Background: an optimization exercise with open tools, aiming at small area. Do not read the settings as production practice.
No functional check of the RTL was part of this run.

`run.sh`:
```
#!/bin/bash
# synth_recipe.tcl (not shown) runs the flow's synth.tcl, then flattens the netlist and writes it again
# the make line also repeats each setting of config.mk as NAME=value (left out here)
make -C /OpenROAD-flow-scripts/flow DESIGN_CONFIG=/design/flow/config.mk WORK_HOME=/design/flow/orfs CLKGATE_MAP_FILE= SYNTH_SCRIPT=/design/flow/synth_recipe.tcl finish
```
`config.mk`:
```
export PLATFORM = sky130hd
export DESIGN_NAME = SYS_TOP
export DESIGN_NICKNAME = SYS_TOP
export VERILOG_FILES = /design/flow/design.v
export SDC_FILE = /design/flow/constraint.sdc
export NUM_CORES = 4
export LEC_CHECK = 0
export CAP_MARGIN = 20
export CORE_MARGIN = 2
export CORE_UTILIZATION = 40
export PLACE_DENSITY = 0.6
export SLEW_MARGIN = 20
```
`constraint.sdc`:
```
create_clock -name core_clock -period 36.0 [get_ports {CLK}]
set_input_delay 7.2000 -clock core_clock [delete_from_list [all_inputs] [get_ports {CLK}]]
set_output_delay 7.2000 -clock core_clock [all_outputs]
set_load 0.01 [all_outputs]
```
`design.v`:
```
module D_FF 
(
	input   wire   D   ,
	input   wire   CLK ,
	input   wire   RST ,
	input   wire   EN  ,
	output  reg    Q 
);
always @(posedge CLK or negedge RST) begin
	if (!RST) begin
		Q <= 0 ;
	end
	else if (EN) begin
		Q <= D ;
	end
end
endmodule
module BIT_SYNC #(parameter BUS_WIDTH = 1 , parameter NUM_STAGES = 2)       
(
	input   wire  [BUS_WIDTH-1 : 0] ASYNC  ,
	input   wire                    CLK    ,
	input   wire                    RST    ,
	input   wire                    EN     ,
	output  wire  [BUS_WIDTH-1 : 0] SYNC
);
wire [BUS_WIDTH-1 : 0]   internal [NUM_STAGES-2  : 0] ;                 
generate
	genvar i;
	for (i = 0 ; i < BUS_WIDTH ; i = i + 1)
	begin: Multiple_Bit_Synchronizers
		D_FF U0 (                                                       
				 .D   (ASYNC[i])       , 
				 .CLK (CLK)            , 
				 .RST (RST)            , 
				 .EN  (EN)             , 
				 .Q   (internal[0] [i]) 
				);
		genvar j;		
		for (j = 0 ; j < NUM_STAGES-1 ; j = j + 1)
		begin: Multi_Flop_Synchronization
		    if (j < NUM_STAGES-2) begin: Multi_Flop_Synchronization
			D_FF Uj (                                                   
				     .D   (internal[j] [i])   , 
				     .CLK (CLK)               , 
				     .RST (RST)               , 
				     .EN  (EN)                , 
				     .Q   (internal[j+1] [i]) 
				    );
		    end
		    else begin: Multi_Flop_Synchronization
		    D_FF UN (                                                   
				 .D   (internal[j] [i])  , 
				 .CLK (CLK)              , 
				 .RST (RST)              , 
				 .EN  (EN)               , 
				 .Q   (SYNC[i]) 
				);				
		    end
		end
	end
endgenerate
endmodule
module Pulse_Gen
(
	input   wire  Pulse_Gen_input  ,
	input   wire  CLK              ,
	input   wire  RST              ,
	input   wire  EN               ,
	output  wire  Pulse_Gen_output 
);
wire internal ;
D_FF U0 (                         
		 .D   (Pulse_Gen_input) , 
		 .CLK (CLK)             , 
		 .RST (RST)             , 
		 .EN  (EN)              , 
         .Q   (internal) 
		);
assign Pulse_Gen_output = (Pulse_Gen_input & ~internal) ;
endmodule
module DATA_SYNC #(parameter BUS_WIDTH = 8 , parameter NUM_STAGES = 2)       
(
	input   wire  [BUS_WIDTH-1 : 0] Unsync_bus   ,
	input   wire                    bus_enable   ,	
	input   wire                    dest_clk     ,
	input   wire                    dest_rst     ,
	input   wire                    dest_en      ,
	output  reg   [BUS_WIDTH-1 : 0] sync_bus     ,
	output  reg                     enable_pulse
);
wire Pulse_Gen_input  ;
wire Pulse_Gen_output ;
BIT_SYNC #(.BUS_WIDTH(1) , .NUM_STAGES(NUM_STAGES)) B1 (
	                                                     .ASYNC (bus_enable)      ,
	                                                     .CLK   (dest_clk)        ,
	                                                     .RST   (dest_rst)        ,
	                                                     .EN    (dest_en)         ,
	                                                     .SYNC  (Pulse_Gen_input)
	                                                    );
Pulse_Gen B2 (
	          .Pulse_Gen_input  (Pulse_Gen_input)  ,
	          .CLK              (dest_clk)         ,
	          .RST              (dest_rst)         ,
	          .EN               (dest_en)          ,
	          .Pulse_Gen_output (Pulse_Gen_output)
	         );
always @(posedge dest_clk or negedge dest_rst) begin
	if (!dest_rst) begin
		sync_bus <= 0 ;		
	end
	else if (dest_en && Pulse_Gen_output) begin
		sync_bus <= Unsync_bus ;
	end
	else begin
		sync_bus <= sync_bus ;
	end
end
always @(posedge dest_clk or negedge dest_rst) begin
	if (!dest_rst) begin
		enable_pulse <= 0 ;
	end
	else if (dest_en) begin
		enable_pulse <= Pulse_Gen_output ;
	end
end
endmodule
module RST_SYNC #(parameter NUM_STAGES = 2)          
(
	input   wire  CLK      ,
	input   wire  RST      ,
	output  wire  SYNC_RST
);
wire [NUM_STAGES-2  : 0] internal  ;                 
generate
	D_FF U0 (                                        
			 .D   (1'b1)        , 
			 .CLK (CLK)         , 
			 .RST (RST)         , 
			 .EN  (1'b1)        , 
			 .Q   (internal[0]) 
			);
	genvar j;		
	for (j = 0 ; j < NUM_STAGES-1 ; j = j + 1)
	begin: Multi_Flop_Synchronization
		if (j < NUM_STAGES-2) begin: Multi_Flop_Synchronization
		D_FF Uj (                                    
				 .D   (internal[j])   , 
				 .CLK (CLK)           , 
				 .RST (RST)           , 
				 .EN  (1'b1)          , 
				 .Q   (internal[j+1]) 
				);
		end
		else begin: Multi_Flop_Synchronization
		D_FF UN (                                    
				 .D   (internal[j])  , 
				 .CLK (CLK)          , 
				 .RST (RST)          , 
				 .EN  (1'b1)         , 
				 .Q   (SYNC_RST) 
				);				
		end
	end
endgenerate
endmodule
module ClkDiv
#(parameter RARIO_SIZE = 4)
(
 	input    wire                    i_ref_clk    ,
 	input    wire                    i_rst_n      ,
 	input    wire                    i_clk_en     ,
 	input    wire  [RARIO_SIZE-1:0]  i_div_ratio  ,
	output   wire                    o_tick
);
reg [RARIO_SIZE-1:0] counter  ;
reg                  odd_flag ;
reg                  new_clk  ;
wire                 clk_en   ;
assign clk_en = (i_clk_en == 1'b1  &&  i_div_ratio != 1'b1  &&  i_div_ratio != 1'b0 )? 1'b1 : 1'b0 ;
wire                 toggle   ;
assign toggle = (i_div_ratio[0] == 0 && counter == (i_div_ratio>>1)-1)  ||
                (i_div_ratio[0] == 1 && counter == (i_div_ratio>>1)-1 && odd_flag != 1)  ||
                (i_div_ratio[0] == 1 && counter == (i_div_ratio>>1) && odd_flag == 1) ;
assign o_tick = (clk_en == 1'b1)? (toggle && !new_clk) : 1'b1 ;
always @(posedge i_ref_clk or negedge i_rst_n)
begin
	if (! i_rst_n) begin
		new_clk <= 0 ;
		counter <= 0 ;
		odd_flag <= 0 ;
	end	
	else if (clk_en != 1) begin
		new_clk <= new_clk ;
		counter <= 0 ;
	end
	else if (i_div_ratio[0] == 0 && counter == (i_div_ratio>>1)-1) begin
		new_clk <= ~new_clk ;
		counter <= 0 ;
	end
	else if ((i_div_ratio[0] == 1 && counter == (i_div_ratio>>1)-1 && odd_flag != 1)  ||  (i_div_ratio[0] == 1 && counter == (i_div_ratio>>1) && odd_flag == 1)) begin
		new_clk <= ~new_clk ;
		counter <= 0 ;
		odd_flag <= ~odd_flag ;
	end
	else begin
		counter <= counter + 1 ;
	end
end
endmodule
module ALU 
#(parameter IN_WIDTH  = 8  ,
  parameter OUT_WIDTH = 16 ,
  parameter FUN_WIDTH = 4  )
(
  input  wire [IN_WIDTH-1 : 0]  A         ,
  input  wire [IN_WIDTH-1 : 0]  B         ,
  input  wire [FUN_WIDTH-1 : 0] ALU_FUN   ,
  input  wire                   Enable    ,
  input  wire                   CLK       ,
  input  wire                   CLK_EN    ,
  input  wire                   RST       ,
  output reg  [OUT_WIDTH-1 : 0] ALU_OUT   ,
  output reg                    ALU_VALID 
);
always @(posedge CLK or negedge RST) begin
  if (!RST) begin
      ALU_OUT   <=  'b0 ;
      ALU_VALID <= 1'b0 ;
  end
  else if (!CLK_EN) begin       
  end
  else if (Enable) begin
    case (ALU_FUN)
      4'b0000: ALU_OUT <= A + B ;
      4'b0001: ALU_OUT <= A - B ;
      4'b0010: ALU_OUT <= A * B ;
      4'b0011: ALU_OUT <= (B != 0)? A / B : 16'b0 ;
      4'b0100: ALU_OUT <=  (A & B) ;
      4'b0101: ALU_OUT <=  (A | B) ;
      4'b0110: ALU_OUT <= ~(A & B) ;
      4'b0111: ALU_OUT <= ~(A | B) ;
      4'b1000: ALU_OUT <=  (A ^ B) ;
      4'b1001: ALU_OUT <= ~(A ^ B) ;
      4'b1010: ALU_OUT <= (A == B)? 'd1 : 'd0 ;
      4'b1011: ALU_OUT <= (A  > B)? 'd2 : 'd0 ;
      4'b1100: ALU_OUT <= (A <  B)? 'd3 : 'd0 ;
      4'b1101: ALU_OUT <= A >> 1 ;
      4'b1110: ALU_OUT <= A << 1 ;
      default: ALU_OUT <= 'b0 ;
    endcase    
    ALU_VALID <= 1'b1 ;
  end
  else begin
      ALU_OUT   <= ALU_OUT ;
      ALU_VALID <= 1'b0    ;    
  end
end
endmodule 
module RegFile                        
#(parameter WIDTH     = 8  ,          
  parameter DEPTH     = 16 ,
  parameter ADDR_SIZE = 4  )          
 (
	input   wire  [WIDTH-1:0]     WrData       ,
	input   wire  [ADDR_SIZE-1:0] Address      ,
	input   wire                  WrEn         ,
	input   wire                  RdEn         ,
	input   wire                  CLK          ,
	input   wire                  RST          ,
	output  reg   [WIDTH-1:0]     RdData       ,
	output  reg                   RdData_Valid ,
	output  wire  [WIDTH-1:0]     REG0         ,      
	output  wire  [WIDTH-1:0]     REG1         ,      
	output  wire  [WIDTH-1:0]     REG2         ,      
	output  wire  [WIDTH-1:0]     REG3                
 );
reg [WIDTH-1:0] mem [DEPTH-1:0] ;
integer i ;
always @(posedge CLK or negedge RST) begin
	if (!RST) begin
		RdData       <=  'b0 ;
		RdData_Valid <= 1'b0 ;
		for (i=0 ; i<DEPTH ; i=i+1) begin
			if ((i == 'd0) || (i == 'd1)) begin
				mem[i] <= 'b 0000_0000 ;     
			end
			else if (i == 'd2) begin
				mem[i] <= 'b 1000_0_0  ;     
			end
			else if (i == 'd3) begin
				mem[i] <= 'b 0000_1000 ;     
			end
			else begin
				mem[i] <= 'b 0000_0000 ;
			end
		end
	end
	else if (WrEn && !RdEn) begin    
		mem[Address] <= WrData ;	
		RdData       <= RdData ;
		RdData_Valid <= 1'b0   ;
	end
	else if (RdEn && !WrEn) begin    
		RdData       <= mem[Address] ;
		RdData_Valid <= 1'b1         ;
	end
	else begin
		RdData       <= RdData ;
		RdData_Valid <= 1'b0   ;		
	end
end
assign REG0 = mem[0] ;
assign REG1 = mem[1] ;
assign REG2 = mem[2] ;
assign REG3 = mem[3] ;
endmodule
module SYS_CTRL_Rx
(
	input   wire   [7:0]   RX_P_DATA    ,
	input   wire           RX_D_VLD     ,
	input   wire           CLK          ,
	input   wire           RST          ,
    output  reg            ALU_EN       ,
    output  reg    [3:0]   ALU_FUN      ,
    output  reg            CLK_EN_reg   ,
    output  reg    [3:0]   Address      ,
    output  reg            RdEn         ,
    output  reg            WrEn         ,
    output  reg    [7:0]   WrData       
);
localparam IDLE     = 4'b 0000 ;
localparam WR_ADD   = 4'b 0001 ;
localparam WR_DATA  = 4'b 0011 ;
localparam RD_ADD   = 4'b 0010 ;
localparam ALU_OP_A = 4'b 0110 ;
localparam ALU_OP_B = 4'b 0111 ;
localparam ALU_FUNC = 4'b 1111 ;
localparam ALU_NOP  = 4'b 1000 ;
reg [3:0] current_state , next_state ;
reg [3:0] Addr_reg ;                      
reg       CLK_EN   ;
always @(posedge CLK or negedge RST) begin
	if (!RST) begin
		current_state <= IDLE ;
		Addr_reg      <= 4'b0 ;
		CLK_EN_reg    <= 1'b0 ;
	end
	else begin
		current_state <= next_state ;
		Addr_reg      <= Address    ;          
		CLK_EN_reg    <= CLK_EN     ;          
	end
end
always @(*) begin
	case(current_state)
		IDLE: begin
			ALU_EN  = 1'b0 ;
			ALU_FUN = 4'b0 ;
			Address = 4'h4 ;   
			RdEn    = 1'b0 ;
			WrEn    = 1'b0 ;
			WrData  = 8'b0 ;
			if (!RX_D_VLD) begin
				CLK_EN  = 1'b0 ;
				next_state = IDLE ;
			end
			else begin
				case(RX_P_DATA)
					8'h AA: begin
						CLK_EN  = 1'b0 ;
						next_state = WR_ADD ;
					end  
					8'h BB: begin
						CLK_EN  = 1'b0 ;
						next_state = RD_ADD ;
					end
					8'h CC: begin
						CLK_EN  = 1'b0 ;
						next_state = ALU_OP_A ;
					end
					8'h DD: begin
						CLK_EN  = 1'b0 ;
						next_state = ALU_NOP ;
					end
					default: begin
						CLK_EN  = 1'b0 ;
						next_state = IDLE ;
					end
				endcase
			end
		end
		WR_ADD: begin
			ALU_EN  = 1'b0 ;
			ALU_FUN = 4'b0 ;
			CLK_EN  = 1'b0 ;
			RdEn    = 1'b0 ;
			WrEn    = 1'b0 ;
			WrData  = 8'b0 ;	
			if (!RX_D_VLD) begin
				Address = 4'h4 ;
				next_state = WR_ADD ;
			end
			else begin
				Address = RX_P_DATA ;
				next_state = WR_DATA ;	
			end	
		end
		WR_DATA: begin
			ALU_EN  = 1'b0      ;
			ALU_FUN = 4'b0      ;
			CLK_EN  = 1'b0      ;
			Address = Addr_reg  ;
			RdEn    = 1'b0      ;
			WrData  = RX_P_DATA ;	
			if (!RX_D_VLD) begin
			    WrEn = 1'b0 ;
				next_state = WR_DATA ;
			end
			else begin
			    WrEn = 1'b1 ;
				next_state = IDLE ;	
			end					
		end
		RD_ADD: begin
			ALU_EN  = 1'b0 ;
			ALU_FUN = 4'b0 ;
			CLK_EN  = 1'b0 ;
			WrEn    = 1'b0 ;
			WrData  = 8'b0 ;
			if (!RX_D_VLD) begin
				Address = 4'h4 ;
				RdEn    = 1'b0 ;
				next_state = RD_ADD ;
			end
			else begin
				Address = RX_P_DATA ;
				RdEn    = 1'b1      ;
				next_state = IDLE ;	
			end				
		end
		ALU_OP_A: begin
			ALU_EN  = 1'b0 ;
			ALU_FUN = 4'b0 ;
			CLK_EN  = 1'b0 ;
			RdEn    = 1'b0 ;	
			if (!RX_D_VLD) begin
				Address = 4'h4 ;
				WrEn    = 1'b0 ;
				WrData  = 8'b0 ;
				next_state = ALU_OP_A ;
			end
			else begin
				Address = 4'h0      ;   
				WrEn    = 1'b1      ;
				WrData  = RX_P_DATA ;
				next_state = ALU_OP_B ;	
			end						
		end
		ALU_OP_B: begin
			ALU_EN  = 1'b0 ;
			ALU_FUN = 4'b0 ;
			CLK_EN  = 1'b0 ;
			RdEn    = 1'b0 ;	
			if (!RX_D_VLD) begin
				Address = 4'h4 ;
				WrEn    = 1'b0 ;
				WrData  = 8'b0 ;
				next_state = ALU_OP_B ;
			end
			else begin
				Address = 4'h1      ;   
				WrEn    = 1'b1      ;
				WrData  = RX_P_DATA ;
				next_state = ALU_FUNC ;	
			end				
		end
		ALU_FUNC: begin
			CLK_EN  = 1'b1 ;
			Address = 4'h4 ;
			RdEn    = 1'b0 ;
			WrEn    = 1'b0 ;
			WrData  = 8'b0 ;	
			if (!RX_D_VLD) begin
				ALU_EN  = 1'b0 ;
				ALU_FUN = 4'b0 ;
				next_state = ALU_FUNC ;
			end
			else begin
				ALU_EN  = 1'b1      ;
				ALU_FUN = RX_P_DATA ;
				next_state = IDLE ;	
			end				
		end
		ALU_NOP: begin
			CLK_EN  = 1'b1 ;
			Address = 4'h4 ;
			RdEn    = 1'b0 ;
			WrEn    = 1'b0 ;
			WrData  = 8'b0 ;	
			if (!RX_D_VLD) begin
				ALU_EN  = 1'b0 ;
				ALU_FUN = 4'b0 ;
				next_state = ALU_NOP ;
			end
			else begin
				ALU_EN  = 1'b1      ;
				ALU_FUN = RX_P_DATA ;
				next_state = IDLE ;	
			end				
		end
		default: begin
			ALU_EN  = 1'b0 ;
			ALU_FUN = 4'b0 ;
			CLK_EN  = 1'b0 ;
			Address = 4'h4 ; 
			RdEn    = 1'b0 ;
			WrEn    = 1'b0 ;
			WrData  = 8'b0 ;
			next_state = IDLE ;			
		end
	endcase
end
endmodule
module SYS_CTRL_Tx
(
	input   wire   [15:0]  ALU_OUT      ,
	input   wire           OUT_Valid    ,
	input   wire   [7:0]   RdData       ,
	input   wire           RdData_Valid ,
	input   wire           Busy         ,
	input   wire           CLK          ,
	input   wire           RST          ,
    output  reg    [7:0]   TX_P_DATA    ,
    output  reg            TX_D_VLD     ,
    output  reg            clk_div_en
);
localparam IDLE     = 3'b 000 ;
localparam RD_DATA  = 3'b 001 ;
localparam ALU_B1   = 3'b 010 ;   
localparam ALU_WAIT = 3'b 011 ;		 
localparam ALU_B2   = 3'b 111 ;		 
reg [2:0] current_state , next_state ;
reg [7:0] TX_P_DATA_reg ;
always @(posedge CLK or negedge RST) begin
	if (!RST) begin
		current_state <= IDLE ;
		TX_P_DATA_reg <= 8'b0 ;
	end
	else begin
		current_state <= next_state ;
		TX_P_DATA_reg <= TX_P_DATA  ;	 
	end
end
always @(*) begin
	case(current_state)
		IDLE: begin
			TX_P_DATA  = TX_P_DATA_reg ;
			TX_D_VLD   = 1'b0          ;
			clk_div_en = 1'b1          ; 
			case({OUT_Valid , RdData_Valid})
				2'b 00: begin
					next_state = IDLE ;
				end 
				2'b 01: begin
					if (Busy) begin
						next_state = IDLE    ;
					end
					else begin
						next_state = RD_DATA ;
					end
				end
				2'b 10: begin
					if (Busy) begin
						next_state = IDLE   ;
					end
					else begin
						next_state = ALU_B1 ;
					end
				end
				default: begin
					next_state = IDLE ;
				end
			endcase				
		end
		RD_DATA: begin 
			TX_P_DATA  = RdData ;
			TX_D_VLD   = 1'b1   ;
			clk_div_en = 1'b1   ; 
			if (!Busy) begin
				next_state = RD_DATA ;
			end
			else begin
				next_state = IDLE    ;	
			end	
		end
		ALU_B1: begin
			TX_P_DATA  = ALU_OUT[7:0] ;
			TX_D_VLD   = 1'b1         ;
			clk_div_en = 1'b1         ; 
			if (!Busy) begin
				next_state = ALU_B1   ;
			end
			else begin
				next_state = ALU_WAIT ;	
			end					
		end
		ALU_WAIT: begin
			TX_P_DATA  = TX_P_DATA_reg;
			TX_D_VLD   = 1'b0         ;
			clk_div_en = 1'b1         ; 
			if (Busy) begin
				next_state = ALU_WAIT ;
			end
			else begin
				next_state = ALU_B2   ;	
			end					
		end
		ALU_B2: begin
			TX_P_DATA  = ALU_OUT[15:8] ;
			TX_D_VLD   = 1'b1          ;
			clk_div_en = 1'b1          ; 
			if (!Busy) begin
				next_state = ALU_B2 ;
			end
			else begin
				case({OUT_Valid , RdData_Valid})
					2'b 00: begin
						next_state = IDLE    ;
					end 
					2'b 01: begin
						next_state = RD_DATA ;
					end
					2'b 10: begin
						next_state = ALU_B1  ;
					end
					default: begin
						next_state = IDLE    ;
					end
				endcase
			end			
		end
		default: begin
			TX_P_DATA  = 8'b0 ;
			TX_D_VLD   = 1'b0 ;
			clk_div_en = 4'b0 ;
			next_state = IDLE ;			
		end
	endcase
end
endmodule
module SYS_CTRL
(
	input   wire   [15:0]  ALU_OUT      ,
	input   wire           OUT_Valid    ,
	input   wire   [7:0]   RdData       ,
	input   wire           RdData_Valid ,
	input   wire   [7:0]   RX_P_DATA    ,
	input   wire           RX_D_VLD     ,
	input   wire           Busy         ,
	input   wire           CLK          ,
	input   wire           RST          ,
    output  wire           ALU_EN       ,
    output  wire   [3:0]   ALU_FUN      ,
    output  wire           CLK_EN       ,
    output  wire   [3:0]   Address      ,
    output  wire           RdEn         ,
    output  wire           WrEn         ,
    output  wire   [7:0]   WrData       ,
    output  wire   [7:0]   TX_P_DATA    ,
    output  wire           TX_D_VLD     ,
    output  wire           clk_div_en
);
SYS_CTRL_Tx TX_CTRL (
	.ALU_OUT      (ALU_OUT)      ,
	.OUT_Valid    (OUT_Valid)    ,
	.RdData       (RdData)       ,
	.RdData_Valid (RdData_Valid) ,
	.Busy         (Busy)         ,
	.CLK          (CLK)          ,
	.RST          (RST)          ,
	.TX_P_DATA    (TX_P_DATA)    ,
	.TX_D_VLD     (TX_D_VLD)     ,
	.clk_div_en   (clk_div_en)
);
SYS_CTRL_Rx RX_CTRL (
	.RX_P_DATA  (RX_P_DATA) ,
	.RX_D_VLD   (RX_D_VLD)  ,
	.CLK        (CLK)    ,
	.RST        (RST)       ,
	.ALU_EN     (ALU_EN)    ,
	.ALU_FUN    (ALU_FUN)   ,
	.CLK_EN_reg (CLK_EN)    ,
	.Address    (Address)   ,
	.RdEn       (RdEn)      ,
	.WrEn       (WrEn)      ,
	.WrData     (WrData)
);
endmodule
module UART_Rx_FSM 
(
	input   wire       RX_IN       ,
	input   wire       PAR_EN      ,
	input   wire [4:0] edge_cnt    ,    
	input   wire [3:0] bit_cnt     ,    
	input   wire       strt_glitch ,
	input   wire       par_err     ,
	input   wire       stp_err     ,
	input   wire [4:0] Prescale    ,
	input   wire       CLK         ,
	input   wire       RST         ,
	output  reg        dat_samp_en ,
	output  reg        cnt_enable  ,
	output  reg        strt_chk_en ,	
	output  reg        par_chk_en  ,
	output  reg        stp_chk_en  ,
	output  reg        data_valid  ,
	output  reg        deser_en    
);
localparam IDLE   = 3'b000 ;
localparam START  = 3'b001 ;
localparam DATA   = 3'b011 ; 
localparam PAR    = 3'b010 ;
localparam STOP   = 3'b110 ;
reg [2:0] current_state , next_state ;
reg data_valid_comp ;
always @(posedge CLK or negedge RST) begin
	if (!RST) begin
		current_state <= IDLE ;
		data_valid    <= 1'd0 ;
	end
	else begin
		current_state <= next_state      ;
		data_valid    <= data_valid_comp ;		
	end
end
always @(*) begin
	case(current_state)
	    IDLE: begin
	    	dat_samp_en     = 1'd0 ;
	    	cnt_enable      = 1'd0 ;
	    	strt_chk_en     = 1'd0 ;
	    	par_chk_en      = 1'd0 ;
	    	stp_chk_en      = 1'd0 ;
	    	data_valid_comp = 1'd0 ;
	    	deser_en        = 1'd0 ;
	    	if (RX_IN == 1'd1) begin       
	    		next_state = IDLE  ;
	    	end
	    	else begin
	    		next_state = START ;
	    	end
	    end
	    START: begin
	    	dat_samp_en     = 1'd1 ;
	    	cnt_enable      = 1'd1 ;
	    	if (edge_cnt == (Prescale>>1)) begin
	    	    strt_chk_en = 1'd1 ;	    		
	    	end
	    	else begin
	    	    strt_chk_en = 1'd0 ;
	    	end
	    	par_chk_en      = 1'd0 ;
	    	stp_chk_en      = 1'd0 ;
	    	data_valid_comp = 1'd0 ;
	    	deser_en        = 1'd0 ;
	    	if (bit_cnt == 4'd0) begin     
	    		next_state = START ;
	    	end
	    	else begin
	    	    if (strt_glitch == 1'd1) begin
	    	    	next_state = IDLE ;
	    	    end
	    	    else begin
	    	    	next_state = DATA  ;
	    	    end
	    	end
	    end
	    DATA: begin
	    	dat_samp_en     = 1'd1 ;
	    	cnt_enable      = 1'd1 ;
	    	strt_chk_en     = 1'd0 ;
	    	if (PAR_EN == 1'd1) begin
	    	    par_chk_en  = 1'd1 ;
	    	end
	    	else begin
	    	    par_chk_en  = 1'd0 ;
	    	end
	    	stp_chk_en      = 1'd0 ;
	    	data_valid_comp = 1'd0 ;
	    	deser_en        = 1'd1 ;
	    	if (bit_cnt != 4'd9) begin     
	    		next_state = DATA ;
	    	end
	    	else begin
	    	    if (PAR_EN == 1'd1) begin
	    	    	next_state = PAR  ;
	    	    end
	    	    else begin
	    	    	next_state = STOP ;
	    	    end
	    	end
	    end
	    PAR: begin
	    	dat_samp_en     = 1'd1 ;
	    	cnt_enable      = 1'd1 ;
	    	strt_chk_en     = 1'd0 ;
	    	par_chk_en      = 1'd1 ;
	    	stp_chk_en      = 1'd0 ;
	    	data_valid_comp = 1'd0 ;
	    	deser_en        = 1'd0 ;
	    	if (bit_cnt != 4'd10) begin     
	    		next_state = PAR ;
	    	end
	    	else begin
	    	    if (par_err == 1'd1) begin
	    	    	next_state = IDLE ;
	    	    end
	    	    else begin
	    	    	next_state = STOP ;
	    	    end
	    	end
	    end
	    STOP: begin
	    	dat_samp_en     = 1'd1 ;
	    	cnt_enable      = 1'd1 ;
	    	strt_chk_en     = 1'd0 ;
	    	par_chk_en      = 1'd0 ;
	    	if (edge_cnt == (Prescale>>1)) begin     
	    	    stp_chk_en  = 1'd1 ;	    		
	    	end
	    	else begin
	    	    stp_chk_en  = 1'd0 ;
	    	end
	    	deser_en        = 1'd0 ;	
            if (edge_cnt != 5'd7) begin
	    	    data_valid_comp = 1'd0 ;
	    	    next_state = STOP ;
	    	end
	    	else if (stp_err == 1'd1) begin
	    	    data_valid_comp = 1'd0 ;
	    	    next_state = IDLE ;	    	        	
	    	end
	    	else if (RX_IN == 1'd1) begin
	    	    data_valid_comp = 1'd1 ;
	    	    next_state = IDLE ;
	    	end
	    	else begin                            
	    	    data_valid_comp = 1'd1 ;
	    	    next_state = START ;
	    	end            	
        end
        default: begin
	    	dat_samp_en     = 1'd0 ;
	    	cnt_enable      = 1'd0 ;
	    	strt_chk_en     = 1'd0 ;
	    	par_chk_en      = 1'd0 ;
	    	stp_chk_en      = 1'd0 ;
	    	data_valid_comp = 1'd0 ;
	    	deser_en        = 1'd0 ;
	    	next_state      = IDLE ;     	
        end
	endcase
end
endmodule
module UART_Rx_data_sampling 
(
	input   wire       RX_IN       ,
	input   wire [4:0] Prescale    ,
	input   wire       dat_samp_en ,
	input   wire [4:0] edge_cnt    ,
	input   wire       CLK         ,
	input   wire       RST         ,
	output  wire       sampled_bit
);
reg first_sample  ;
reg second_sample ;
reg third_sample  ;
wire [2:0] samples ;
assign samples = {first_sample , second_sample , third_sample} ;
assign sampled_bit = ((~^samples & |samples)  |  &samples) ;        
always @(posedge CLK or negedge RST) begin
	if (!RST) begin
		first_sample  <= 1'd0 ;
		second_sample <= 1'd0 ;
		third_sample  <= 1'd0 ;
	end
	else if (dat_samp_en) begin
		if (edge_cnt == (Prescale>>1) - 2) begin
			first_sample  <= RX_IN ;
			second_sample <= second_sample ;
			third_sample  <= third_sample  ;
		end
		else if (edge_cnt == (Prescale>>1) - 1) begin
		    first_sample  <= first_sample ;
			second_sample <= RX_IN ;
			third_sample  <= third_sample ;
		end
		else if (edge_cnt == (Prescale>>1)) begin
		    first_sample  <= first_sample  ;
		    second_sample <= second_sample ;
			third_sample  <= RX_IN ;
		end
		else begin
			first_sample  <= first_sample  ;
		    second_sample <= second_sample ;
			third_sample  <= third_sample  ;
		end
	end
	else begin
		first_sample  <= first_sample  ;
		second_sample <= second_sample ;
		third_sample  <= third_sample  ;		
	end
end
endmodule
module UART_Rx_deserializer
(
	input   wire       deser_en    ,
	input   wire       sampled_bit ,
	input   wire [3:0] bit_cnt     ,
	input   wire       CLK         ,
	input   wire       RST         ,
	output  reg  [7:0] P_DATA 
);
always @(posedge CLK or negedge RST) begin
	if (!RST) begin
		P_DATA  <= 8'd0 ;
	end
	else if (deser_en) begin
		if (bit_cnt >= 4'd1 && bit_cnt <= 4'd8)     
			P_DATA[bit_cnt-1] <= sampled_bit ;
	end
	else begin
		P_DATA  <= P_DATA  ;
	end
end
endmodule
module UART_Rx_edge_bit_counter
#(parameter PRESCALE = 5'd8)
(
	input  wire      cnt_enable ,
	input  wire      PAR_EN     ,
	input  wire      CLK        ,
	input  wire      RST        ,
	output reg [4:0] edge_cnt   ,    
	output reg [3:0] bit_cnt         
);
always @(posedge CLK or negedge RST) begin
	if (!RST) begin
		edge_cnt <= 5'd0 ;
		bit_cnt  <= 4'd0 ;
	end
	else if (cnt_enable) begin
		if (edge_cnt < (PRESCALE-1)) begin
			edge_cnt <= edge_cnt + 5'd1 ;
		end
		else begin
			edge_cnt <= 5'd0 ;
			if (PAR_EN) begin
				if (bit_cnt < 4'd10) begin
                    bit_cnt <= bit_cnt + 4'd1 ;
				end
				else begin
					bit_cnt <= 4'd0 ;
				end
			end
			else begin
				if (bit_cnt < 4'd9) begin
                    bit_cnt <= bit_cnt + 4'd1 ;
				end
				else begin
					bit_cnt <= 4'd0 ;
				end						
			end	
	    end
	end 
	else begin
		edge_cnt <= 5'd0 ;
		bit_cnt  <= 4'd0 ;		
	end
end
endmodule
module UART_Rx_parity_check
(
	input   wire  	   PAR_TYP     ,
	input   wire       par_chk_en  ,
	input   wire       sampled_bit ,
	input   wire [3:0] bit_cnt     ,
	input   wire [4:0] edge_cnt    ,
	input   wire [4:0] Prescale    ,
	input   wire       CLK         ,
	input   wire   	   RST         ,
	output  reg        par_err
);
reg [7:0] data ;
reg       par_bit ;
always @(posedge CLK or negedge RST) begin
	if (!RST) begin
		data    <= 8'd0 ;
		par_err <= 1'd0 ;
	end
	else if (par_chk_en) begin
		if (bit_cnt < 5'd9) begin
		    if (bit_cnt >= 4'd1)     
			    data[bit_cnt-1] <= sampled_bit ;
		    par_err <= 1'd0 ;
		end
		else if (edge_cnt == (Prescale>>1) + 1) begin
	        data <= data ;
			if (par_bit == sampled_bit) begin
				par_err <= 1'd0 ;
			end
			else begin
				par_err <= 1'd1 ;
			end
		end	
		else begin
		        data    <= data    ;
				par_err <= par_err ;
			end	
	end
	else begin
		data    <= data    ;
		par_err <= par_err ;
	end
end
always @(posedge CLK or negedge RST) begin
    if (!RST) begin
    	par_bit <= 1'd0 ;
    end
	else if (bit_cnt == 4'd8) begin
		if ((PAR_TYP && ~^data) || (~PAR_TYP && ^data)) begin
			par_bit <= 1'd1 ;
		end
		else begin
			par_bit <= 1'd0 ;
		end
	end
	else begin
		par_bit <= par_bit ;
	end
end
endmodule
module UART_Rx_strt_check
(
	input   wire   strt_chk_en  ,
	input   wire   sampled_bit  ,
	output  wire   strt_glitch
);
assign strt_glitch = (strt_chk_en && sampled_bit)? 1'd1 : 1'd0 ;     
endmodule
module UART_Rx_stop_check
(
	input   wire   stp_chk_en  ,
	input   wire   sampled_bit ,
	input   wire   CLK         ,
	input   wire   RST         ,
	output  reg   stp_err
);
always @(posedge CLK or negedge RST) begin
	if (!RST) begin
		stp_err <= 1'd0 ;
	end
	else if (stp_chk_en) begin    
	    if (~sampled_bit) begin
			stp_err <= 1'd1 ;	    	
	    end
	    else begin
	    	stp_err <= 1'd0 ;
	    end
	end
	else begin
		stp_err <= stp_err ;
	end
end
endmodule
module UART_Rx_Top 
(
	input   wire       RX_IN         ,
	input   wire [4:0] Prescale      ,
	input   wire       PAR_EN        ,
	input   wire       PAR_TYP       ,
	input   wire       CLK           ,
	input   wire       RST           ,
	output  wire [7:0] P_DATA        ,
	output  wire       data_valid    ,
	output  wire       parity_error  ,
	output  wire       framing_error 
);
wire [4:0] edge_cnt    ;
wire [3:0] bit_cnt     ;
wire       strt_glitch ;
wire       dat_samp_en ;
wire       cnt_enable  ;
wire       strt_chk_en ;
wire       par_chk_en  ;
wire       stp_chk_en  ;
wire       deser_en    ;
wire       sampled_bit ;
UART_Rx_FSM U0 (
	.RX_IN       (RX_IN)         ,
	.PAR_EN      (PAR_EN)        ,
	.edge_cnt    (edge_cnt)      ,
	.bit_cnt     (bit_cnt)       ,
	.strt_glitch (strt_glitch)   ,
	.par_err     (parity_error)  ,
	.stp_err     (framing_error) ,
	.Prescale    (Prescale)      ,
	.CLK         (CLK)           ,
	.RST         (RST)           ,
	.dat_samp_en (dat_samp_en)   ,
	.cnt_enable  (cnt_enable)    ,
	.strt_chk_en (strt_chk_en)   ,  
	.par_chk_en  (par_chk_en)    , 
	.stp_chk_en  (stp_chk_en)    , 
	.data_valid  (data_valid)    , 
	.deser_en    (deser_en)  
);
UART_Rx_data_sampling U1 (
	.RX_IN       (RX_IN)       ,
	.Prescale    (Prescale)    ,
	.dat_samp_en (dat_samp_en) ,
	.edge_cnt    (edge_cnt)    ,
	.CLK         (CLK)         ,
	.RST         (RST)         ,
	.sampled_bit (sampled_bit)
);
UART_Rx_deserializer U2 (
	.deser_en    (deser_en)    ,
	.sampled_bit (sampled_bit) ,
	.bit_cnt     (bit_cnt)     ,
	.CLK         (CLK)         ,
	.RST         (RST)         ,
	.P_DATA      (P_DATA)
);
UART_Rx_edge_bit_counter U3 (
	.cnt_enable (cnt_enable) ,
	.PAR_EN     (PAR_EN)     ,
	.CLK        (CLK)        ,
	.RST        (RST)        ,
	.edge_cnt   (edge_cnt)   ,
	.bit_cnt    (bit_cnt)
);
UART_Rx_parity_check U4 (
	.PAR_TYP     (PAR_TYP)      ,
	.par_chk_en  (par_chk_en)   ,
	.sampled_bit (sampled_bit)  , 
	.bit_cnt     (bit_cnt)      ,
	.edge_cnt    (edge_cnt)     ,
	.Prescale    (Prescale)     ,
	.CLK         (CLK)          ,
	.RST         (RST)          ,
	.par_err     (parity_error)
);
UART_Rx_strt_check U5 (
	.strt_chk_en (strt_chk_en) ,
	.sampled_bit (sampled_bit) ,
	.strt_glitch (strt_glitch)
);
UART_Rx_stop_check U6 (
	.stp_chk_en  (stp_chk_en)    ,
	.sampled_bit (sampled_bit)   ,
	.CLK         (CLK)           ,
	.RST         (RST)           ,
	.stp_err     (framing_error)
);
endmodule
module UART_Tx_FSM 
(
	input   wire        Data_Valid ,
	input   wire        PAR_EN     ,
	input   wire        ser_done   ,
	input   wire        CLK        ,
	input   wire        RST        ,
	input   wire        EN         ,
	output  reg         ser_en     ,
	output  reg   [1:0] mux_sel    ,
	output  reg         busy      
);
localparam IDLE  = 3'b000 ;
localparam START = 3'b001 ;
localparam DATA  = 3'b011 ; 
localparam PAR   = 3'b010 ;
localparam STOP  = 3'b110 ;
reg [2:0] current_state , next_state ;
reg busy_comp ;
always @(posedge CLK or negedge RST)
 begin
 	if (!RST) begin
 		current_state <= IDLE ; 
 		busy          <= 1'd0 ;		
 	end
 	else if (EN) begin
 		current_state <= next_state ; 	
 		busy          <= busy_comp  ;	 	 
 	end
 end
always @(*) begin 		
    case (current_state)
 		IDLE : begin
 			ser_en  = 1'd0 ;
 			mux_sel = 2'd1 ;           
 			busy_comp    = 1'd0 ;
 			if (Data_Valid) begin
 				next_state = START ;
 			end
 			else begin
 				next_state = IDLE  ;
 			end
 		end
 		START: begin
 			ser_en     = 1'd1 ;      
 			mux_sel    = 2'd0 ;
 			busy_comp  = 1'd1 ;
 			next_state = DATA ;		
 		end
 		DATA : begin 			 
 			mux_sel   = 2'd2 ;
 			busy_comp = 1'd1 ;
 			if (ser_done) begin
 			    ser_en  = 1'd0 ;         
 			    if (PAR_EN) begin
 			    	next_state = PAR  ;
 			    end
 			    else begin
 			    	next_state = STOP ;
 			    end
 			end
 			else begin
 			    ser_en     = 1'd1 ;
 				next_state = DATA  ;
 			end
 		end
 		PAR  : begin
 			ser_en     = 1'd0 ;   
 			mux_sel    = 2'd3 ;
 			busy_comp  = 1'd1 ;
 			next_state = STOP ;	
 		end
 		STOP : begin
 			ser_en    = 1'd0 ;  
 			mux_sel   = 2'd1 ;
 			busy_comp = 1'd1 ;
 			if (Data_Valid) begin
 				next_state = START   ;
 			end
 			else begin
 				next_state = IDLE  ;
 			end
 		end
 		default : begin
 		ser_en     = 1'd0 ;
 		mux_sel    = 2'd1 ;
 		busy_comp  = 1'd0 ;
 		next_state = IDLE ; 	
 		end
 	endcase
end
 endmodule
module UART_Tx_Serializer 
(
	input   wire [7:0] P_DATA   ,
	input   wire       ser_en   ,
	input   wire       CLK      ,
	input   wire       RST      ,
	input   wire       EN       ,
	output  reg        ser_data ,
	output  reg        ser_done
);
reg [2:0] counter ;
always @(posedge CLK or negedge RST)
 begin
 	if (!RST) begin
 		counter  <= 3'd0 ;
 		ser_data <= 1'd0 ;
 		ser_done <= 1'd0 ;
 	end
 	else if (!EN) begin
 	end
 	else if (ser_en == 1'd1) begin
 		if (counter != 3'd7) begin
 			counter  <= counter + 3'd1  ;
 			ser_data <= P_DATA[counter] ;
 			ser_done <= 1'd0            ;
  		end
  		else begin
  			counter  <= 3'd0      ;
  			ser_data <= P_DATA[7] ;
  			ser_done <= 1'd1      ;
  		end
 	end
 	else begin
 		counter  <= 3'd0 ;
 		ser_data <= 1'd0 ;
 		ser_done <= 1'd0 ;
 	end
 end
endmodule
module UART_Tx_ParityCalc 
(
	input   wire [7:0] P_DATA     ,
	input   wire       Data_Valid ,
	input   wire       PAR_EN     ,   
	input   wire       PAR_TYP    ,   
	input   wire       CLK        ,
	input   wire       RST        ,
	input   wire       EN         ,
	output  reg        par_bit 
);
always @(posedge CLK or negedge RST) begin
    if (!RST) begin
    	par_bit <= 1'd0 ;
    end
	else if (EN && Data_Valid && PAR_EN) begin
		if ((PAR_TYP && ~^P_DATA) || (~PAR_TYP && ^P_DATA)) begin
			par_bit <= 1'd1 ;
		end
		else begin
			par_bit <= 1'd0 ;
		end
	end
	else begin
		par_bit <= par_bit ;
	end
end
endmodule
module UART_Tx_MUX 
(
	input   wire  [1:0]  mux_sel  ,
	input   wire         ser_data ,
	input   wire         par_bit  ,
    input   wire         CLK      ,
    input   wire         EN       ,
	output  reg          TX_OUT
);
always @(posedge CLK) begin
	if (EN)
	case (mux_sel)
	2'b00: TX_OUT <= 1'd0     ;     
	2'b01: TX_OUT <= 1'd1     ;     
	2'b10: TX_OUT <= ser_data ;
	2'b11: TX_OUT <= par_bit  ;
	default: TX_OUT <= 1'd1 ;       
	endcase
end
endmodule
module UART_Tx_Top 
(
	input   wire [7:0] P_DATA     ,
	input   wire       DATA_VALID ,
	input   wire       PAR_EN     ,
	input   wire       PAR_TYP    ,
	input   wire       CLK        ,
	input   wire       RST        ,
	input   wire       EN         ,
	output  wire       TX_OUT     ,
	output  wire       Busy
);
wire       ser_done ;
wire       ser_en   ;
wire [1:0] mux_sel  ;
wire       ser_data ;
wire       par_bit  ;
UART_Tx_FSM U0 (
	.Data_Valid (DATA_VALID) ,
	.PAR_EN     (PAR_EN)     ,
	.ser_done   (ser_done)   ,
	.CLK        (CLK)        ,
	.RST        (RST)        ,
	.EN         (EN)         ,
	.ser_en     (ser_en)     ,
	.mux_sel    (mux_sel)    ,
	.busy       (Busy)    
);
UART_Tx_Serializer U1 (
	.P_DATA   (P_DATA)   ,
	.ser_en   (ser_en)   ,
	.CLK      (CLK)      ,
	.RST      (RST)      ,
	.EN       (EN)       ,
	.ser_data (ser_data) ,
	.ser_done (ser_done)
);
UART_Tx_ParityCalc U2 (
	.P_DATA     (P_DATA)     ,
	.Data_Valid (DATA_VALID) ,
	.PAR_EN     (PAR_EN)     ,
	.PAR_TYP    (PAR_TYP)    ,
	.CLK        (CLK)        ,
	.RST        (RST)        ,
	.EN         (EN)         ,
	.par_bit    (par_bit)
);
UART_Tx_MUX U3 (
	.mux_sel  (mux_sel)  ,
	.ser_data (ser_data) ,
	.par_bit  (par_bit)  , 
	.CLK      (CLK)      ,
	.EN       (EN)       ,
	.TX_OUT   (TX_OUT)
);
endmodule
module UART
(
	input   wire [7:0] UART_Config   ,	
	input   wire       RX_IN         ,	
	input   wire [7:0] TX_P_DATA     ,
	input   wire       TX_DATA_VALID ,
	input   wire       CLK           ,
	input   wire       TX_EN         ,
	input   wire       RST           ,
	output  wire       TX_OUT        ,
	output  wire       Busy          ,
	output  wire [7:0] RX_P_DATA     ,
	output  wire       RX_DATA_VALID ,
	output  wire       parity_error  ,
	output  wire       framing_error 
);
UART_Tx_Top TX (
	.P_DATA     (TX_P_DATA)      ,
	.DATA_VALID (TX_DATA_VALID)  ,
	.PAR_EN     (UART_Config[0]) ,
	.PAR_TYP    (UART_Config[1]) ,
	.CLK        (CLK)            ,
	.EN         (TX_EN)          ,
	.RST        (RST)            ,
	.TX_OUT     (TX_OUT)         ,
	.Busy       (Busy)
);
UART_Rx_Top RX (
	.RX_IN         (RX_IN)            ,
	.Prescale      (UART_Config[6:2]) ,
	.PAR_EN        (UART_Config[0])   ,
	.PAR_TYP       (UART_Config[1])   ,
	.CLK           (CLK)              ,
	.RST           (RST)              ,
	.P_DATA        (RX_P_DATA)        ,
	.data_valid    (RX_DATA_VALID)    ,
	.parity_error  (parity_error)     ,
	.framing_error (framing_error) 
);
endmodule
module SYS_TOP 
(
	input   wire   RX_IN    ,    
	input   wire   CLK      ,    
	input   wire   RST      ,    
	output  wire   TX_OUT   ,    
	output  wire   PAR_ERR  ,    
	output  wire   STP_ERR       
);
wire   [15:0]  ALU_OUT        ;    
wire           OUT_Valid      ;    
wire           ALU_EN         ;    
wire   [3:0]   ALU_FUN        ;    
wire           CLK_EN         ;    
wire   [7:0]   RdData         ;    
wire           RdData_Valid   ;    
wire   [3:0]   Address        ;    
wire           RdEn           ;    
wire           WrEn           ;    
wire   [7:0]   WrData         ;    
wire   [7:0]   REG0           ;    
wire   [7:0]   REG1           ;    
wire   [7:0]   REG2           ;    
wire   [7:0]   REG3           ;    
wire           clk_div_en     ;    
wire           tx_tick        ;    
wire           Busy           ;    
wire           SYNC_Busy      ;    
wire   [7:0]   RX_P_DATA      ;    
wire           RX_D_VLD       ;    
wire   [7:0]   SYNC_RX_P_DATA ;    
wire           SYNC_RX_D_VLD  ;    
wire   [7:0]   TX_P_DATA      ;    
wire           TX_D_VLD       ;    
wire   [7:0]   SYNC_TX_P_DATA ;    
wire           SYNC_TX_D_VLD  ;    
wire           SYNC_RST       ;    
SYS_CTRL U0 (
	.ALU_OUT      (ALU_OUT)        ,
	.OUT_Valid    (OUT_Valid)      ,
	.RdData       (RdData)         ,
	.RdData_Valid (RdData_Valid)   ,
	.RX_P_DATA    (SYNC_RX_P_DATA) ,
	.RX_D_VLD     (SYNC_RX_D_VLD)  ,	
	.Busy         (SYNC_Busy)      ,
	.CLK          (CLK)            ,
	.RST          (SYNC_RST)       ,
	.ALU_EN    	  (ALU_EN)         ,
	.ALU_FUN      (ALU_FUN)        ,
	.CLK_EN       (CLK_EN)         ,
	.Address      (Address)        ,
	.RdEn         (RdEn)           ,
	.WrEn         (WrEn)           ,
	.WrData       (WrData)         ,
	.TX_P_DATA    (TX_P_DATA)      ,
	.TX_D_VLD     (TX_D_VLD)       ,
	.clk_div_en   (clk_div_en)
	);
ALU U1 (
	.A         (REG0)       ,
	.B         (REG1)       ,
	.ALU_FUN   (ALU_FUN)    ,
	.Enable    (ALU_EN)     ,
	.CLK       (CLK)        ,
	.CLK_EN    (CLK_EN)     ,
	.RST       (SYNC_RST)   ,
	.ALU_OUT   (ALU_OUT)    ,
	.ALU_VALID (OUT_Valid)  
	);
RegFile U2 (
	.WrData       (WrData)       ,
	.Address      (Address)      ,
	.WrEn         (WrEn)         ,
	.RdEn         (RdEn)         ,
	.CLK          (CLK)          ,
	.RST          (SYNC_RST)     ,
	.RdData       (RdData)       ,
	.RdData_Valid (RdData_Valid) ,
	.REG0         (REG0)         ,
	.REG1         (REG1)         ,
	.REG2         (REG2)         ,
	.REG3         (REG3)         
	);
UART U3 (
	.UART_Config   (REG2)            ,
	.RX_IN         (RX_IN)           ,
	.TX_P_DATA     (SYNC_TX_P_DATA)  ,
	.TX_DATA_VALID (SYNC_TX_D_VLD)   ,
	.CLK           (CLK)             ,
	.TX_EN         (tx_tick)         ,
	.RST           (SYNC_RST)        ,
	.TX_OUT        (TX_OUT)          ,
	.Busy          (Busy)            ,
	.RX_P_DATA     (RX_P_DATA)       ,
	.RX_DATA_VALID (RX_D_VLD)        ,
	.parity_error  (PAR_ERR)         ,
	.framing_error (STP_ERR)
	);
ClkDiv U4 (
	.i_ref_clk   (CLK)        ,
	.i_rst_n     (SYNC_RST)   ,
	.i_clk_en    (clk_div_en) ,
	.i_div_ratio (REG3[3:0])  ,
	.o_tick      (tx_tick)
	);
BIT_SYNC U6 (
	.ASYNC  (Busy)       ,
	.CLK    (CLK)        , 
	.RST    (SYNC_RST)   , 
	.EN     (1'b1)       ,
	.SYNC   (SYNC_Busy)
	);
DATA_SYNC U7 (
	.Unsync_bus   (RX_P_DATA)      ,
	.bus_enable   (RX_D_VLD)       ,
	.dest_clk     (CLK)            ,
	.dest_rst     (SYNC_RST)       ,
	.dest_en      (1'b1)           ,
	.sync_bus     (SYNC_RX_P_DATA) ,
	.enable_pulse (SYNC_RX_D_VLD)
	);
DATA_SYNC U8 (
	.Unsync_bus   (TX_P_DATA)      ,
	.bus_enable   (TX_D_VLD)       ,
	.dest_clk     (CLK)            ,
	.dest_rst     (SYNC_RST)       ,
	.dest_en      (tx_tick)        ,
	.sync_bus     (SYNC_TX_P_DATA) ,
	.enable_pulse (SYNC_TX_D_VLD)
	);
RST_SYNC U9 (
	.CLK      (CLK)        ,
	.RST      (RST)        ,
	.SYNC_RST (SYNC_RST)
	);
endmodule
```
==> impl_metrics.toml <==
[worst_setup_path]
cp.arrival_ps = 30920
max_stage_delay_ps = 810
critPathMaxFanout = 20
startpoint = "U2.mem[1][2]"
cp-end-kind = "flip-flop"
cp-start-kind = "flip-flop"
slowest_stage = "o41ai_2"
reg2reg_from = "U2.mem[1][2]"
required_ps = 36410
worstRegToRegCells = 116
path_class = "flip-flop to flip-flop"
worst-r2r-setup-slack_ps = 5500
cpMostUsedCell = "o21a_1"
r2r-end = "U1.ALU_OUT[0]"

[sta]
rsz0062_at_grt = "no"
drv_slew = 0
post-route-min-period_ps = 30500
fmax_ghz = 0.03278
setup_violations = 0
clock_skew_ps = 20.13
setup_ws_ps = 5495
setup_tns_ps = 0
slew_headroom = 0.3253
worstMarginPinSlew_ps = 1008
finalHoldViolCount = 0
period_share = 0.8474

[logic_synthesis]
yosysWarnings = 20
syn_area_sq_um = 20390
ys_ff_latch = 254
synthFlopType = "dfrtp_1"
yosysTopAreaCell = "dfrtp_1"
synth.distinct_cells = 97
yosys-top-cells-count = "355 x nand2_1, 251 x dfrtp_1, 234 x o21ai_0"
synth_seq_area_share = 0.3121
async_flop_share = 0.9961
synthCells = 2386
synth.avg_cell_area_sq_um = 8.544
synth_top_area_frac = 0.3081
synth_area_leaders = "dfrtp_1 31%, ha_1 12%, nand2_1 6.5%"
yosysMostFrequentCell = "nand2_1"
synth_edf_count = 1

[global_routing]
grt-ovfl-total = 0
grt_max_degree = 74
grt_pass1_wl_microns = 96000
first_global_vias = 17585
grt_use_total = 0.2230
antenna_found_initial = 0

[final_layout]
fin_nets = 2583
largest_register_ffs = 128
syn_to_final_growth_pct = 8.064
antennaDiodeCount = 0
top_register = "U2.mem"
drive_gt1_frac = 0.07248
top_regs = "U2.mem x128, U1.ALU_OUT x16"

[clock_tree]
clkLatencyLatePin_ps = 550
clock_sinks = 254
postCtsSetupBuffers = 0
ctsRootBufferMaster = "clkbuf_16"
cts_resized = 0
htree_levels = 1
cts_tree = "done"
cts_buffers = 26
clk_path_buf_depth = 3
path_clk_slew_ps = 70
cts_hold_buf = 0

[routing]
dr.pass1.iters = 5
viasPerCell = 5.796
wl_per_cell_microns = 19.29
num_vias = 17650
wl_microns = 58730
drc = 0
drtIter0Drc = 1439
drtAntennaViolNets = 0

[floorplan]
die_area_sq_um = 52790
die_x_microns = 229.8
rows = 82
design.portCount = 6
core_sq_um = 50270
die_h_microns = 229.8
initial_core_util = 0.4055

[status]
outcome = "no timing/DRC/antenna violations"

[hold_path]
hp-start = "U9.U0.Q"
hold_depth = 0
min_path_type = "flip-flop to flip-flop"

[place]
portBuffers = 5
pre_cts_ws_ps = 5560
place_congestion = 0.9224
dp_hpwl_microns = 42420

[flow_run]
cap_violations = 0
routing by layer:
layer  part of all wire  up-vias  global-route usage
met5                  0        -                   0
met4              0.032        0             0.07560
met3              0.046      105             0.01798
met2               0.47      489              0.3759
met1               0.45     8593              0.3021
li1                   -     8463                   -
per-stage QoR:
stage | utilization | hold slack (ps) | cells | instance area [sq um]
floorplan | - | 331.2 | 2395 | 20420
global placement | 0.4197 | 335.5 | 2997 | 21100
detailed placement | 0.4199 | 334.7 | 2997 | 21110
global route | 0.4382 | 340.4 | 3045 | 22030
finish | 0.4382 | 334.8 | 3045 | 22030
CTS | 0.4381 | 339.7 | 3045 | 22020
layout by cell type, fill, tap and decap left out, drive strengths merged, types with 26 or more instances in the layout:
cell type	Yosys	layout
clkbuf	85	37
inv	127	127
nor2	171	171
a21oi	117	117
xor2	30	30
nand3	45	45
a22oi	41	41
dfrtp	251	251
o21a	45	45
ha	188	188
mux2	67	67
o21ai	244	244
nand2	356	356
nor3	56	56
mux2i	26	26
xnor2	75	75
nand4	33	33
fa	39	39
final cells by class:
| class | instances | area, sq um |
|---|---|---|
| fill | 5053 | 28240 |
| inverter | 128 | 480.5 |
| clock buffer | 37 | 742.0 |
| timing repair buffer | 29 | 230.2 |
| clock inverter | 11 | 173.9 |
| tap | 672 | 840.8 |
| multi-input combinational | 1914 | 13200 |
| sequential | 254 | 6367 |
critical path, delay by kind of cell (launching register included):
kind | cells | cell delay, ps
AO/OA/AOI/OAI | 66 | 16220
adder cells (fa/ha/maj) | 14 | 4150
buffers and inverters | 3 | 550
flip-flops | 1 | 500
multiplexers | 7 | 2530
AND/OR/NAND/NOR | 26 | 6480
logic make-up (layout without fill, tap and decap cells):
group | after synthesis | after routing | synth area share
multiplexers | 95 | 95 | 0.05253
flip-flops | 254 | 254 | 0.3121
XOR/XNOR | 105 | 105 | 0.04511
adder cells (fa/ha/maj) | 227 | 227 | 0.1537
other | 2 | 11 | 0.0003684
buffers and inverters | 227 | 205 | 0.04327
AND/OR/NAND/NOR | 800 | 800 | 0.1804
AO/OA/AOI/OAI | 676 | 676 | 0.2125
worst max-delay path by stage:
stage,endpoint,cells past startpoint
3_3_place_gp,U1.ALU_OUT[0],118
4_1_cts,U1.ALU_OUT[0],116
5_1_grt,U1.ALU_OUT[0],119
3_5_place_dp,U1.ALU_OUT[0],116
2_1_floorplan,U1.ALU_OUT[0],122
6_report,U1.ALU_OUT[0],116

-- what the ideal ports hide --
The flow's constraints put no driver on any port. The routed layout listed below was extracted and timed again, unchanged, in two steps. Step 1 assumes that a clkbuf_16 drives the clock port and a buf_2 every other input. Step 2 moves the port delays by t, midway between the first and last clock arrival at a register: inputs arrive t later, outputs are due t later. That takes back most of the time a late clock gives input paths. Three values: ideal, step 1, step 2; two values: the first two.
t, ns: 0.592
setup WS [ns]: 5.495 / 5.495 / 5.495
hold slack, ns: 0.335 / 0.335 / 0.335
clock arrival spread, ns: 0.020 / 0.020
slew at the worst register clock pin (ns): 0.07 / 0.07
After both steps setup and hold are still met in this run. For this run, drivers alone change the setup slack by 0.000 ns; drivers and shift together by 0.000 ns.
